This is an optimization exercise on Yosys and OpenROAD, whose aim is small area, a short achievable clock period and few clock cycles per item, not a production implementation. Where RTL was checked, it was by simulation tests only, not by an equivalence proof against the original. Power is estimated from default activity; no workload was simulated.

## ysyx_23060203_MDU
module ysyx_23060203_MDU (
  input clock, reset,
  input flush,
  output in_ready,
  input in_valid,
  input [2:0] in_op,  
  input [31:0] in_a, in_b,
  input out_ready,
  output out_valid,
  output [31:0] out_data
);
Settings: LEC_CHECK=0, CAP_MARGIN=20, CORE_MARGIN=2, CORE_UTILIZATION=40, SLEW_MARGIN=20; clock period 7.0 ns.
run.sh (not shown) runs the stock make flow with config.mk's settings and CLKGATE_MAP_FILE= SYNTH_SCRIPT=/design/flow/synth_recipe.tcl, a recipe that flattens the netlist after the stock synthesis.
The first run produced a clean layout.
==> next run, changes <==
SETUP_SLACK_MARGIN = 3.0   (was not set)
The new run completed without violations.
Worst setup slack improves by 1.2 ns.
Power is higher by 20%.
First-iteration DRC count increases by about 23%.
Cell area goes up by 22%.
Sequential share of layout area went down by 3.7 points.
Count of clock-buffer cells in the layout rose by 2.
Register-to-register slack gets better by 1.2 ns.
Cell count grows by 7.3%.
Area after synthesis does not change.
Sequential cell count stays the same.
Non-clock buffer count climbs by 215.
==> next run, changes <==
SETUP_SLACK_MARGIN = 1.5   (was 3.0)
After rerunning:
- power goes down by about a fifth
- die area stays the same
- non-clock buffer count drops by 210
- worst setup slack is worse by 1.2 ns
- via count drops by a little under a tenth
- utilization went down by 10 points
- first-iteration DRC count went down by about a fifth
- routed wire length decreases by a little under a tenth
- hold slack gains 0.036 ns
- global-route usage goes down by 1.9 points
- register-to-register slack loses 1.1 ns
Function was not checked in any run of this note: the RTL went through the layout flow alone.

---

Another version of the RTL of ysyx_23060203_MDU (not shown whole).
Size in the first run: ~2400 cells after synthesis, roughly 150 flip-flops, roughly 19000 µm² of cells after synthesis.
Settings: LEC_CHECK=0, CAP_MARGIN=20, CORE_MARGIN=2, CORE_UTILIZATION=40, SETUP_SLACK_MARGIN=2.0, SLEW_MARGIN=20; clock period 7.0 ns.
The starting point completed without violations.
Testbench counts at the start, summed over its fixed seeds: cycles 26,601, ops 3,200.
Change:
Settings changed: ABC_AREA set to 1, CORE_UTILIZATION 40 to 50, SETUP_SLACK_MARGIN 2.0 to 2.5.
After rerunning: Hold slack got worse by 0.040 ns. Synthesized area came out higher by 5.6%. Clock power came out higher by 5.9%. Routed wire length came out lower by about 1.7%. Maximum frequency came out higher by 13%. Total power came out higher by about 12%. Global-route usage came out higher by 6.0 points. Sequential power is about the same. Die area came out lower by about 15%.
Change:
Settings changed: CORE_UTILIZATION 50 to 40, SETUP_SLACK_MARGIN 2.5 to 2.0.
The new run went through all stages and came out clean.
Wire length came out higher by 4.0%.
Setup slack got worse by 0.31 ns.
Final area came out lower by 2.1%.
Change:
Settings changed: SETUP_SLACK_MARGIN 2.0 to 3.0.
=> The new run produced a clean layout; utilization went up by 4.4 points; fmax climbs by a little under a tenth; clock-buffer cell count is unchanged; final area is higher by roughly a tenth; clock power barely changes; sequential share of layout area is lower by 1.8 points; routed wire length climbs by a little under a tenth.

---

## main
The RTL this note starts from:
==> flow/design.v <==
module ysyx_23060203_LZC (
  input [31:0] x,
  output [5:0] z
);
  wire [15:0] v0;
  wire [15:0] z0;
  wire [7:0] v1;
  wire [15:0] z1;
  wire [3:0] v2;
  wire [11:0] z2;
  wire [1:0] v3;
  wire [7:0] z3;
  genvar i;
  generate
    for (i = 0; i < 16; i = i + 1) begin : g0
      assign v0[i] = x[2*i+1] | x[2*i];
      assign z0[i] = ~x[2*i+1];
    end
    for (i = 0; i < 8; i = i + 1) begin : g1
      assign v1[i] = v0[2*i+1] | v0[2*i];
      assign z1[2*i+1:2*i] = v0[2*i+1] ? {1'b0, z0[2*i+1]} : {1'b1, z0[2*i]};
    end
    for (i = 0; i < 4; i = i + 1) begin : g2
      assign v2[i] = v1[2*i+1] | v1[2*i];
      assign z2[3*i+2:3*i] = v1[2*i+1] ? {1'b0, z1[4*i+3:4*i+2]} : {1'b1, z1[4*i+1:4*i]};
    end
    for (i = 0; i < 2; i = i + 1) begin : g3
      assign v3[i] = v2[2*i+1] | v2[2*i];
      assign z3[4*i+3:4*i] = v2[2*i+1] ? {1'b0, z2[6*i+5:6*i+3]} : {1'b1, z2[6*i+2:6*i]};
    end
  endgenerate
  assign z = v3[1] ? {2'b00, z3[7:4]} : (v3[0] ? {2'b01, z3[3:0]} : 6'd32);
endmodule
module ysyx_23060203_MDU (
  input clock, reset,
  input flush,
  output in_ready,
  input in_valid,
  input [2:0] in_op,  
  input [31:0] in_a, in_b,
  input out_ready,
  output out_valid,
  output [31:0] out_data
);
  localparam S_IDLE = 2'd0, S_PREP = 2'd1, S_RUN = 2'd2, S_DONE = 2'd3;
  reg [1:0] st;
  reg [2:0] op;
  reg [4:0] cnt;
  reg neg;
  reg [31:0] H, L, B;
  reg [32:0] A;
  wire fire = in_valid & in_ready;
  assign in_ready = (st == S_IDLE) | ((st == S_DONE) & out_ready);
  assign out_valid = st == S_DONE;
  wire is_div = op[2];
  wire in_div = in_op[2];
  wire a_signed = in_div ? ~in_op[0] : (in_op[1:0] != 2'd3);
  wire b_signed = in_div ? ~in_op[0] : ~in_op[1];
  wire sa = a_signed & in_a[31];
  wire sb = b_signed & in_b[31];
  wire [31:0] ua = sa ? -in_a : in_a;
  wire [31:0] ub = sb ? -in_b : in_b;
  wire [5:0] za_in, zb_in;
  ysyx_23060203_LZC lza (.x(ua), .z(za_in));
  ysyx_23060203_LZC lzb (.x(ub), .z(zb_in));
  wire bz_in = zb_in[5];
  wire neg_in = in_div ? (in_op[1] ? sa : (sa ^ sb) & ~bz_in) : (sa ^ sb);
  wire [5:0] za = H[5:0];
  wire [5:0] zb = H[11:6];
  wire swap = za > zb;  
  wire [31:0] mcand = swap ? A[31:0] : L;
  wire [31:0] mplier = swap ? L : A[31:0];
  wire [5:0] zm = swap ? za : zb;
  wire bz = zb[5];
  wire [6:0] k = {1'b0, zb} - {1'b0, za};
  wire kneg = k[6];
  wire [4:0] sh_amt = is_div ? {k[4:1], 1'b1} : {zm[4:1], 1'b0};
  wire [31:0] sh_in = is_div ? A[31:0] : mplier;
  wire [32:0] sh_out = {1'b0, sh_in} << sh_amt;
  wire [4:0] steps = is_div ? ((bz | kneg) ? 5'd0 : {1'b0, k[4:1]} + 5'd1)
                            : (zm[5] ? 5'd0 : 5'd16 - {1'b0, zm[4:1]});
  wire [32:0] x1 = is_div ? {1'b0, L} : {1'b0, L[30:0], 1'b0};
  wire [32:0] y1 = is_div ? ~A : {1'b0, B[31] ? A[31:0] : 32'd0};
  wire [33:0] s1 = {1'b0, x1} + {1'b0, y1} + {33'd0, is_div};
  wire c1 = is_div ? s1[33] : s1[32];
  wire [31:0] r1 = (is_div & ~c1) ? L : s1[31:0];
  wire [32:0] x2 = is_div ? {1'b0, r1} : {1'b0, r1[30:0], 1'b0};
  wire [32:0] y2 = is_div ? {1'b1, ~A[32:1]} : {1'b0, B[30] ? A[31:0] : 32'd0};
  wire [33:0] s2 = {1'b0, x2} + {1'b0, y2} + {33'd0, is_div};
  wire c2 = is_div ? s2[33] : s2[32];
  wire [31:0] r2 = (is_div & ~c2) ? r1 : s2[31:0];
  wire [31:0] hsh = {H[29:0], L[31], r1[31]};
  always @(posedge clock) begin
    if (reset) begin
      st <= S_IDLE;
    end else if (fire) begin
      st <= S_PREP;
    end else if (flush) begin
      st <= S_IDLE;
    end else begin
      case (st)
        S_PREP: st <= (steps == 5'd0) ? S_DONE : S_RUN;
        S_RUN: if (cnt == 5'd1) st <= S_DONE;
        S_DONE: if (out_ready) st <= S_IDLE;
        default: ;
      endcase
    end
  end
  always @(posedge clock) begin
    if (fire) begin
      op <= in_op;
      neg <= neg_in;
      L <= ua;
      A <= {1'b0, ub};
      H[11:0] <= {zb_in, za_in};
    end else if (st == S_PREP) begin
      cnt <= steps;
      H <= 32'd0;
      if (is_div) begin
        A <= sh_out;
        B <= {32{bz}};
      end else begin
        L <= 32'd0;
        A <= {1'b0, mcand};
        B <= sh_out[31:0];
      end
    end else if (st == S_RUN) begin
      cnt <= cnt - 5'd1;
      L <= r2;
      if (is_div) begin
        A <= {2'b0, A[32:2]};
        B <= {B[29:0], c1, c2};
      end else begin
        H <= hsh + {30'd0, c1, c2};
        B <= {B[29:0], 2'b0};
      end
    end
  end
  wire hi = ~is_div & (op[1:0] != 2'd0);
  wire [31:0] x = hi ? H : ((is_div & ~op[1]) ? B : L);
  wire cin = hi ? (L == 32'd0) : 1'b1;
  assign out_data = neg ? (~x + {31'd0, cin}) : x;
endmodule
export LEC_CHECK = 0
export CAP_MARGIN = 20
export CORE_MARGIN = 2
export CORE_UTILIZATION = 40
export SLEW_MARGIN = 20
create_clock -name core_clock -period 7.0 [get_ports {clock}]
In main the implementation ran to completion but is not tape-out ready, as the final checks report setup timing.
For the feature branch, these inputs were changed with respect to main:
Settings: setting SETUP_SLACK_MARGIN to 3.0 for the first time.
[summary]
Of main and the feature branch, not a single run came through the flow clean.
On fraction of power consumed by the clock network, main and the feature branch are neck and neck.
Power dissipated in combinational cells (main / the feature branch): 0.904
Detailed route, the feature branch vs main: via total higher for the feature branch
Cells: the feature branch has more instances than main
For the length of the first detailed-routing pass in iterations, the feature branch came in 1 higher than main did.
Final cell area excluding filler cells on the feature branch is behind main.
Sort main and the feature branch by post-route worst hold slack asc -> top: main
Function was not checked in any run of this note: the RTL went through the layout flow alone.

## re-timing with driven ports
Ports are ideal in the flow. The routed layouts listed here were re-timed in OpenROAD.
Step 1 sets driving cells, clkbuf_16 on the clock port and buf_2 on the other inputs (assumed; they add their load-dependent delay and slew).
Step 2 adds t to the input delays and takes it off the output delays; t is the mean of the earliest and latest rising clock arrival at the registers after step 1. Input paths then give back, and output paths get back, about the clock's delay inside the block.
a / b / c = ideal ports / drivers / drivers and shift; a / b = the first two.
| run | shift t [ns] | setup slack, ns | worst hold slack (ns) | worst register clock-pin slew, ns | pins driven straight from the clock port |
|---|---|---|---|---|---|
| the first run of note 1 | 0.544 | 1.613 / 1.585 / 1.272 | 0.577 / 0.577 / 0.577 | 0.07 / 0.07 | 1 |
| the second run of note 1 | 0.548 | 2.839 / 2.839 / 2.360 | 0.581 / 0.581 / 0.581 | 0.07 / 0.07 | 1 |
| the third run of note 1 | 0.541 | 1.619 / 1.562 / 1.335 | 0.618 / 0.618 / 0.618 | 0.07 / 0.07 | 1 |
| the first run of note 2 | 0.536 | 1.767 / 1.767 / 1.657 | 0.588 / 0.588 / 0.588 | 0.09 / 0.09 | 1 |
| the second run of note 2 | 0.540 | 2.387 / 2.324 / 2.128 | 0.548 / 0.548 / 0.548 | 0.08 / 0.08 | 1 |
| the third run of note 2 | 0.533 | 2.077 / 2.015 / 2.141 | 0.637 / 0.637 / 0.637 | 0.08 / 0.08 | 1 |
| the fourth run of note 2 | 0.542 | 2.426 / 2.361 / 2.547 | 0.637 / 0.637 / 0.637 | 0.08 / 0.08 | 1 |
| main | 0.530 | -0.662 / -0.662 / -0.662 | 0.570 / 0.570 / 0.570 | 0.07 / 0.07 | 1 |
| the feature branch | 0.536 | -0.620 / -0.620 / -0.620 | 0.578 / 0.578 / 0.578 | 0.07 / 0.07 | 1 |
For the second run of note 1, which loses most, drivers alone change the setup slack by 0.000 ns; drivers and shift together by -0.479 ns.
